Background: an optimization exercise with open tools, aiming at small area and a short achievable clock period. Do not read the settings as production practice.
At most, simulation tests tie the RTL to the original design; equivalence was not proved.
Power is estimated from default activity; no workload was simulated.

==> inputs of v20 <==
Design mac, start of the top module:
module mac(A, B, C, D, clk, reset, Acc);
  input [7:0] A, B, C, D;
  input clk, reset;
  output [31:0] Acc;
  reg [31:0] R;
  reg [1:0] V;
  reg [9:0] W;
  wire p_A0B0 = ~(A[0] & B[0]);
  wire p_A0B1 = ~(A[0] & B[1]);
  wire p_A0B2 = ~(A[0] & B[2]);
  wire p_A0B3 = ~(A[0] & B[3]);
  wire p_A0B4 = ~(A[0] & B[4]);
  wire p_A0B5 = ~(A[0] & B[5]);
  wire p_A0B6 = ~(A[0] & B[6]);
  wire p_A0B7 = ~(A[0] & B[7]);
  wire p_A1B0 = ~(A[1] & B[0]);
  wire p_A1B1 = ~(A[1] & B[1]);
  wire p_A1B2 = ~(A[1] & B[2]);
  wire p_A1B3 = ~(A[1] & B[3]);
  wire p_A1B4 = ~(A[1] & B[4]);
  wire p_A1B5 = ~(A[1] & B[5]);
  wire p_A1B6 = ~(A[1] & B[6]);
  wire p_A1B7 = ~(A[1] & B[7]);
  wire p_A2B0 = ~(A[2] & B[0]);
  wire p_A2B1 = ~(A[2] & B[1]);
  wire p_A2B2 = ~(A[2] & B[2]);
  wire p_A2B3 = ~(A[2] & B[3]);
  wire p_A2B4 = ~(A[2] & B[4]);
  wire p_A2B5 = ~(A[2] & B[5]);
  wire p_A2B6 = ~(A[2] & B[6]);
  wire p_A2B7 = ~(A[2] & B[7]);
  wire p_A3B0 = ~(A[3] & B[0]);
  wire p_A3B1 = ~(A[3] & B[1]);
  wire p_A3B2 = ~(A[3] & B[2]);
  wire p_A3B3 = ~(A[3] & B[3]);
  wire p_A3B4 = ~(A[3] & B[4]);
  wire p_A3B5 = ~(A[3] & B[5]);
  wire p_A3B6 = ~(A[3] & B[6]);
  wire p_A3B7 = ~(A[3] & B[7]);
  wire p_A4B0 = ~(A[4] & B[0]);
  wire p_A4B1 = ~(A[4] & B[1]);
  wire p_A4B2 = ~(A[4] & B[2]);
  wire p_A4B3 = ~(A[4] & B[3]);
  wire p_A4B4 = ~(A[4] & B[4]);
  wire p_A4B5 = ~(A[4] & B[5]);
  wire p_A4B6 = ~(A[4] & B[6]);
  wire p_A4B7 = ~(A[4] & B[7]);
  wire p_A5B0 = ~(A[5] & B[0]);
  wire p_A5B1 = ~(A[5] & B[1]);
  wire p_A5B2 = ~(A[5] & B[2]);
  wire p_A5B3 = ~(A[5] & B[3]);
  wire p_A5B4 = ~(A[5] & B[4]);
  wire p_A5B5 = ~(A[5] & B[5]);
  wire p_A5B6 = ~(A[5] & B[6]);
  wire p_A5B7 = ~(A[5] & B[7]);
  wire p_A6B0 = ~(A[6] & B[0]);
  wire p_A6B1 = ~(A[6] & B[1]);
  wire p_A6B2 = ~(A[6] & B[2]);
  wire p_A6B3 = ~(A[6] & B[3]);
  wire p_A6B4 = ~(A[6] & B[4]);
  wire p_A6B5 = ~(A[6] & B[5]);
  wire p_A6B6 = ~(A[6] & B[6]);
  wire p_A6B7 = ~(A[6] & B[7]);
  wire p_A7B0 = ~(A[7] & B[0]);
  ...
clock: 6.5 ns
lec_check: 0
cap_margin: 20
core_margin: 2
core_utilization: 60
setup_slack_margin: 1.5
slew_margin: 20
synth_hierarchical: 1
standard.sh (not shown) runs the stock make flow with config.mk's settings and CLKGATE_MAP_FILE= SYNTH_SCRIPT=/design/flow/synth_recipe.tcl, a recipe that flattens the netlist after the stock synthesis.
==> flow/flow/run.sh <==
#!/bin/bash
# Standard ORFS flow (the standard.sh), with the port buffers made of
# sky130_fd_sc_hd__buf_2 instead of buffer_ports' default cell.
set -o pipefail
export BUFFER_PORTS_ARGS="-buffer_cell sky130_fd_sc_hd__buf_2"
bash standard.sh finish 2>&1 | tee standard_flow.log
==> v37: changes against v20 <==
--- a/flow/design.v
+++ b/flow/design.v
@@ -14,13 +14,13 @@
 module mac(A, B, C, D, clk, reset, Acc);
   input [7:0] A, B, C, D;
   input clk, reset;
   output [31:0] Acc;
   reg [31:0] R;
   reg [1:0] V;
-  reg [9:0] W;
+  reg [8:0] W;
   wire p_A0B0 = ~(A[0] & B[0]);
   wire p_A0B1 = ~(A[0] & B[1]);
   wire p_A0B2 = ~(A[0] & B[2]);
   wire p_A0B3 = ~(A[0] & B[3]);
   wire p_A0B4 = ~(A[0] & B[4]);
   wire p_A0B5 = ~(A[0] & B[5]);
@@ -275,13 +275,13 @@
   wire s253, c254;
   wire s255, c256;
   wire s257, c258;
   wire s259, c260;
   wire s261, c262;
   wire [31:0] x = {R[31], R[30], R[29], R[28], R[27], R[26], R[25], R[24], R[23], R[22], R[21], R[20], R[19], R[18], R[17], s261, ~s259, ~s255, ~s247, ~s235, ~s219, c176, c148, c118, c88, s87, ~s59, s41, s25, s13, ~s3, (C[0] & D[0])};
-  wire [31:0] y = {1'b0, 1'b0, 1'b0, 1'b0, 1'b0, 1'b0, 1'b0, 1'b0, 1'b0, 1'b0, V[1], 1'b0, 1'b0, 1'b0, c262, ~c260, ~c256, ~c248, ~c236, ~c220, ~c200, ~s199, s175, s147, s117, 1'b0, ~s61, ~s39, ~s23, ~s11, ~s5, ~s1};
+  wire [31:0] y = {1'b0, 1'b0, 1'b0, 1'b0, 1'b0, 1'b0, 1'b0, 1'b0, 1'b0, 1'b0, 1'b0, V[1], 1'b0, 1'b0, c262, ~c260, ~c256, ~c248, ~c236, ~c220, ~c200, ~s199, s175, s147, s117, 1'b0, ~s61, ~s39, ~s23, ~s11, ~s5, ~s1};
   mac_xor u_s1 (R[0], p_A0B0, s1);
   assign c2 = R[0] & ~p_A0B0;
   mac_fa u_s3 (~R[1], p_A0B1, p_A1B0, s3, c4);
   mac_fa u_s5 (p_C0D1, p_C1D0, ~c2, s5, c6);
   mac_fa u_s7 (~R[2], p_A0B2, p_A1B1, s7, c8);
   mac_fa u_s9 (p_A2B0, p_C0D2, p_C1D1, s9, c10);
@@ -433,24 +433,25 @@
   mac_fa u_s251 (p_C7D7, c240, ~c238, s251, c252);
   mac_fa u_s253 (~s249, c242, s251, s253, c254);
   mac_x3 u_s255 (c244, s253, c246, s255);
   mac_mj u_c256 (c244, s253, c246, c256);
   mac_fa u_s257 (R[15], W[8], c250, s257, c258);
   mac_fa u_s259 (c252, ~s257, c254, s259, c260);
-  mac_fa u_s261 (R[16], W[9], c258, s261, c262);
+  mac_xor u_s261 (R[16], c258, s261);
+  assign c262 = R[16] & c258;
   wire [6:0] blk0 = x[5:0] + y[5:0];
-  wire [4:0] blk2 = x[20:17] + y[20:17];
-  wire [11:0] blk3 = x[31:21] + y[31:21];
-  wire [31:0] vv = {1'b0, 1'b0, 1'b0, 1'b0, 1'b0, 1'b0, 1'b0, 1'b0, 1'b0, 1'b0, V[1], 1'b0, 1'b0, 1'b0, 1'b0, 1'b0, 1'b0, 1'b0, 1'b0, 1'b0, 1'b0, 1'b0, 1'b0, 1'b0, 1'b0, V[0], 1'b0, 1'b0, 1'b0, 1'b0, 1'b0, 1'b0};
-  wire [31:0] wv = {1'b0, 1'b0, 1'b0, 1'b0, 1'b0, 1'b0, 1'b0, 1'b0, 1'b0, 1'b0, 1'b0, 1'b0, 1'b0, 1'b0, 1'b0, W[9], W[8], W[7], W[6], W[5], W[4], W[3], W[2], W[1], W[0], 1'b0, 1'b0, 1'b0, 1'b0, 1'b0, 1'b0, 1'b0};
+  wire [4:0] blk2 = x[19:16] + y[19:16];
+  wire [12:0] blk3 = x[31:20] + y[31:20];
+  wire [31:0] vv = {1'b0, 1'b0, 1'b0, 1'b0, 1'b0, 1'b0, 1'b0, 1'b0, 1'b0, 1'b0, 1'b0, V[1], 1'b0, 1'b0, 1'b0, 1'b0, 1'b0, 1'b0, 1'b0, 1'b0, 1'b0, 1'b0, 1'b0, 1'b0, 1'b0, V[0], 1'b0, 1'b0, 1'b0, 1'b0, 1'b0, 1'b0};
+  wire [31:0] wv = {1'b0, 1'b0, 1'b0, 1'b0, 1'b0, 1'b0, 1'b0, 1'b0, 1'b0, 1'b0, 1'b0, 1'b0, 1'b0, 1'b0, 1'b0, 1'b0, W[8], W[7], W[6], W[5], W[4], W[3], W[2], W[1], W[0], 1'b0, 1'b0, 1'b0, 1'b0, 1'b0, 1'b0, 1'b0};
   assign Acc = R + (vv | wv);
   always @(posedge clk, negedge reset)
     if (reset == 0) begin
       R <= 0;
       V <= 0;
       W <= 0;
     end else begin
-      R <= {blk3[10], blk3[9], blk3[8], blk3[7], blk3[6], blk3[5], blk3[4], blk3[3], blk3[2], blk3[1], blk3[0], blk2[3], blk2[2], blk2[1], blk2[0], x[16], x[15], x[14], x[13], x[12], x[11], x[10], x[9], x[8], x[7], x[6], blk0[5], blk0[4], blk0[3], blk0[2], blk0[1], blk0[0]};
+      R <= {blk3[11], blk3[10], blk3[9], blk3[8], blk3[7], blk3[6], blk3[5], blk3[4], blk3[3], blk3[2], blk3[1], blk3[0], blk2[3], blk2[2], blk2[1], blk2[0], x[15], x[14], x[13], x[12], x[11], x[10], x[9], x[8], x[7], x[6], blk0[5], blk0[4], blk0[3], blk0[2], blk0[1], blk0[0]};
       V <= {blk2[4], blk0[6]};
-      W <= {y[16], y[15], y[14], y[13], y[12], y[11], y[10], y[9], y[8], y[7]};
+      W <= {y[15], y[14], y[13], y[12], y[11], y[10], y[9], y[8], y[7]};
     end
 endmodule
==> flow/flow/run.sh (replaced) <==
#!/bin/bash
# Standard ORFS flow (the standard.sh), with the port buffers made of
# sky130_fd_sc_hd__buf_2 instead of buffer_ports' default cell, and power
# recovery (downsizing gates off the critical paths) after global routing.
set -o pipefail
export BUFFER_PORTS_ARGS="-buffer_cell sky130_fd_sc_hd__buf_2"
export RECOVER_POWER=100
bash standard.sh finish 2>&1 | tee standard_flow.log
==> v18: changes against v20 <==
--- a/flow/design.v
+++ b/flow/design.v
@@ -14,13 +14,13 @@
 module mac(A, B, C, D, clk, reset, Acc);
   input [7:0] A, B, C, D;
   input clk, reset;
   output [31:0] Acc;
   reg [31:0] R;
   reg [1:0] V;
-  reg [9:0] W;
+  reg [8:0] W;
   wire p_A0B0 = ~(A[0] & B[0]);
   wire p_A0B1 = ~(A[0] & B[1]);
   wire p_A0B2 = ~(A[0] & B[2]);
   wire p_A0B3 = ~(A[0] & B[3]);
   wire p_A0B4 = ~(A[0] & B[4]);
   wire p_A0B5 = ~(A[0] & B[5]);
@@ -275,13 +275,13 @@
   wire s253, c254;
   wire s255, c256;
   wire s257, c258;
   wire s259, c260;
   wire s261, c262;
   wire [31:0] x = {R[31], R[30], R[29], R[28], R[27], R[26], R[25], R[24], R[23], R[22], R[21], R[20], R[19], R[18], R[17], s261, ~s259, ~s255, ~s247, ~s235, ~s219, c176, c148, c118, c88, s87, ~s59, s41, s25, s13, ~s3, (C[0] & D[0])};
-  wire [31:0] y = {1'b0, 1'b0, 1'b0, 1'b0, 1'b0, 1'b0, 1'b0, 1'b0, 1'b0, 1'b0, V[1], 1'b0, 1'b0, 1'b0, c262, ~c260, ~c256, ~c248, ~c236, ~c220, ~c200, ~s199, s175, s147, s117, 1'b0, ~s61, ~s39, ~s23, ~s11, ~s5, ~s1};
+  wire [31:0] y = {1'b0, 1'b0, 1'b0, 1'b0, 1'b0, 1'b0, 1'b0, 1'b0, 1'b0, 1'b0, 1'b0, V[1], 1'b0, 1'b0, c262, ~c260, ~c256, ~c248, ~c236, ~c220, ~c200, ~s199, s175, s147, s117, 1'b0, ~s61, ~s39, ~s23, ~s11, ~s5, ~s1};
   mac_xor u_s1 (R[0], p_A0B0, s1);
   assign c2 = R[0] & ~p_A0B0;
   mac_fa u_s3 (~R[1], p_A0B1, p_A1B0, s3, c4);
   mac_fa u_s5 (p_C0D1, p_C1D0, ~c2, s5, c6);
   mac_fa u_s7 (~R[2], p_A0B2, p_A1B1, s7, c8);
   mac_fa u_s9 (p_A2B0, p_C0D2, p_C1D1, s9, c10);
@@ -433,24 +433,25 @@
   mac_fa u_s251 (p_C7D7, c240, ~c238, s251, c252);
   mac_fa u_s253 (~s249, c242, s251, s253, c254);
   mac_x3 u_s255 (c244, s253, c246, s255);
   mac_mj u_c256 (c244, s253, c246, c256);
   mac_fa u_s257 (R[15], W[8], c250, s257, c258);
   mac_fa u_s259 (c252, ~s257, c254, s259, c260);
-  mac_fa u_s261 (R[16], W[9], c258, s261, c262);
+  mac_xor u_s261 (R[16], c258, s261);
+  assign c262 = R[16] & c258;
   wire [6:0] blk0 = x[5:0] + y[5:0];
-  wire [4:0] blk2 = x[20:17] + y[20:17];
-  wire [11:0] blk3 = x[31:21] + y[31:21];
-  wire [31:0] vv = {1'b0, 1'b0, 1'b0, 1'b0, 1'b0, 1'b0, 1'b0, 1'b0, 1'b0, 1'b0, V[1], 1'b0, 1'b0, 1'b0, 1'b0, 1'b0, 1'b0, 1'b0, 1'b0, 1'b0, 1'b0, 1'b0, 1'b0, 1'b0, 1'b0, V[0], 1'b0, 1'b0, 1'b0, 1'b0, 1'b0, 1'b0};
-  wire [31:0] wv = {1'b0, 1'b0, 1'b0, 1'b0, 1'b0, 1'b0, 1'b0, 1'b0, 1'b0, 1'b0, 1'b0, 1'b0, 1'b0, 1'b0, 1'b0, W[9], W[8], W[7], W[6], W[5], W[4], W[3], W[2], W[1], W[0], 1'b0, 1'b0, 1'b0, 1'b0, 1'b0, 1'b0, 1'b0};
+  wire [4:0] blk2 = x[19:16] + y[19:16];
+  wire [12:0] blk3 = x[31:20] + y[31:20];
+  wire [31:0] vv = {1'b0, 1'b0, 1'b0, 1'b0, 1'b0, 1'b0, 1'b0, 1'b0, 1'b0, 1'b0, 1'b0, V[1], 1'b0, 1'b0, 1'b0, 1'b0, 1'b0, 1'b0, 1'b0, 1'b0, 1'b0, 1'b0, 1'b0, 1'b0, 1'b0, V[0], 1'b0, 1'b0, 1'b0, 1'b0, 1'b0, 1'b0};
+  wire [31:0] wv = {1'b0, 1'b0, 1'b0, 1'b0, 1'b0, 1'b0, 1'b0, 1'b0, 1'b0, 1'b0, 1'b0, 1'b0, 1'b0, 1'b0, 1'b0, 1'b0, W[8], W[7], W[6], W[5], W[4], W[3], W[2], W[1], W[0], 1'b0, 1'b0, 1'b0, 1'b0, 1'b0, 1'b0, 1'b0};
   assign Acc = R + (vv | wv);
   always @(posedge clk, negedge reset)
     if (reset == 0) begin
       R <= 0;
       V <= 0;
       W <= 0;
     end else begin
-      R <= {blk3[10], blk3[9], blk3[8], blk3[7], blk3[6], blk3[5], blk3[4], blk3[3], blk3[2], blk3[1], blk3[0], blk2[3], blk2[2], blk2[1], blk2[0], x[16], x[15], x[14], x[13], x[12], x[11], x[10], x[9], x[8], x[7], x[6], blk0[5], blk0[4], blk0[3], blk0[2], blk0[1], blk0[0]};
+      R <= {blk3[11], blk3[10], blk3[9], blk3[8], blk3[7], blk3[6], blk3[5], blk3[4], blk3[3], blk3[2], blk3[1], blk3[0], blk2[3], blk2[2], blk2[1], blk2[0], x[15], x[14], x[13], x[12], x[11], x[10], x[9], x[8], x[7], x[6], blk0[5], blk0[4], blk0[3], blk0[2], blk0[1], blk0[0]};
       V <= {blk2[4], blk0[6]};
-      W <= {y[16], y[15], y[14], y[13], y[12], y[11], y[10], y[9], y[8], y[7]};
+      W <= {y[15], y[14], y[13], y[12], y[11], y[10], y[9], y[8], y[7]};
     end
 endmodule
==> run notes <==
	v37	v20	v18
Highest cell delay on the worst timing path	0.54 ns	0.47 ns	0.53 ns
Post-route cell area	6330 um^2	6450 um^2	6400 um^2
Critical path data required time	6.74 ns	6.75 ns	6.74 ns
Cell leakage power	2.83 nW	2.99 nW	2.95 nW
#FFs+latches synth	43	44	43
Status	finished with violations	no timing/DRC/antenna violations	no timing/DRC/antenna violations
Violated checks	max-capacitance violations, max-slew violations	-	-
Final total power	4.14 mW	4.30 mW	4.22 mW
Fraction of power spent switching nets	43.7%	43.2%	43.2%
DRC marker count from the first detailed-route iteration	224	161	220
Vias in the first global route	4600	4641	4600
Die width	104 um	104 um	104 um
Crit. Startpoint	B[6]	D[3]	B[6]
Post-synth net total	732	748	732
Final count of pins violating max slew	44	0	0
Worst ir drop on vdd	572 uV	498 uV	574 uV
Count of non-CTS buffers in the layout	65	66	65
GR Layer Usage met1	39.9%	38.9%	39.9%
GR Layer Usage met3	5.60%	6.14%	5.60%
Reg2Reg Depth	9	8	9
Die outline height	104 um	104 um	104 um
Final clock period utilization by the worst path	69.0%	64.8%	64.8%
HPWL after detailed placement	11.6 mm	11.5 mm	11.6 mm
Die area	10700 um^2	10900 um^2	10700 um^2
Peak clock frequency supported by timing	0.223 GHz	0.238 GHz	0.237 GHz
Synthesized area	5960 um^2	6020 um^2	5960 um^2
Core region area	9730 um^2	9770 um^2	9730 um^2
The RTL of v20 was laid out without a check of its function.

static timing again, ports no longer ideal:
Ports are ideal in the flow. The routed layouts listed here were re-timed in OpenROAD.
Step 1 (the two cells are an assumption about what drives the block):
set clk [get_ports {clk}]
set_driving_cell -lib_cell sky130_fd_sc_hd__clkbuf_16 $clk
set_driving_cell -lib_cell sky130_fd_sc_hd__buf_2 [delete_from_list [all_inputs] $clk]
Step 2 times the ports against the registers' clock, not the clock port: input delays grow and output delays shrink by t, the midpoint of the rising clock arrivals with the driver on.
a / b / c = no drivers / after step 1 / after step 2; a / b = the first two.
| run | t, ns | setup WS [ns] | worst setup path at the end | worst register clock-pin slew, ns |
|---|---|---|---|---|
| v20 | 0.342 | 2.291 / 2.292 / 1.951 | input to register | 0.11 / 0.11 |
| v37 | 0.328 | 2.012 / 2.015 / 1.688 | input to register | 0.09 / 0.09 |
| v18 | 0.327 | 2.287 / 2.292 / 1.966 | input to register | 0.08 / 0.08 |
For v20, which loses most, drivers alone change the setup slack by +0.001 ns; drivers and shift together by -0.340 ns.
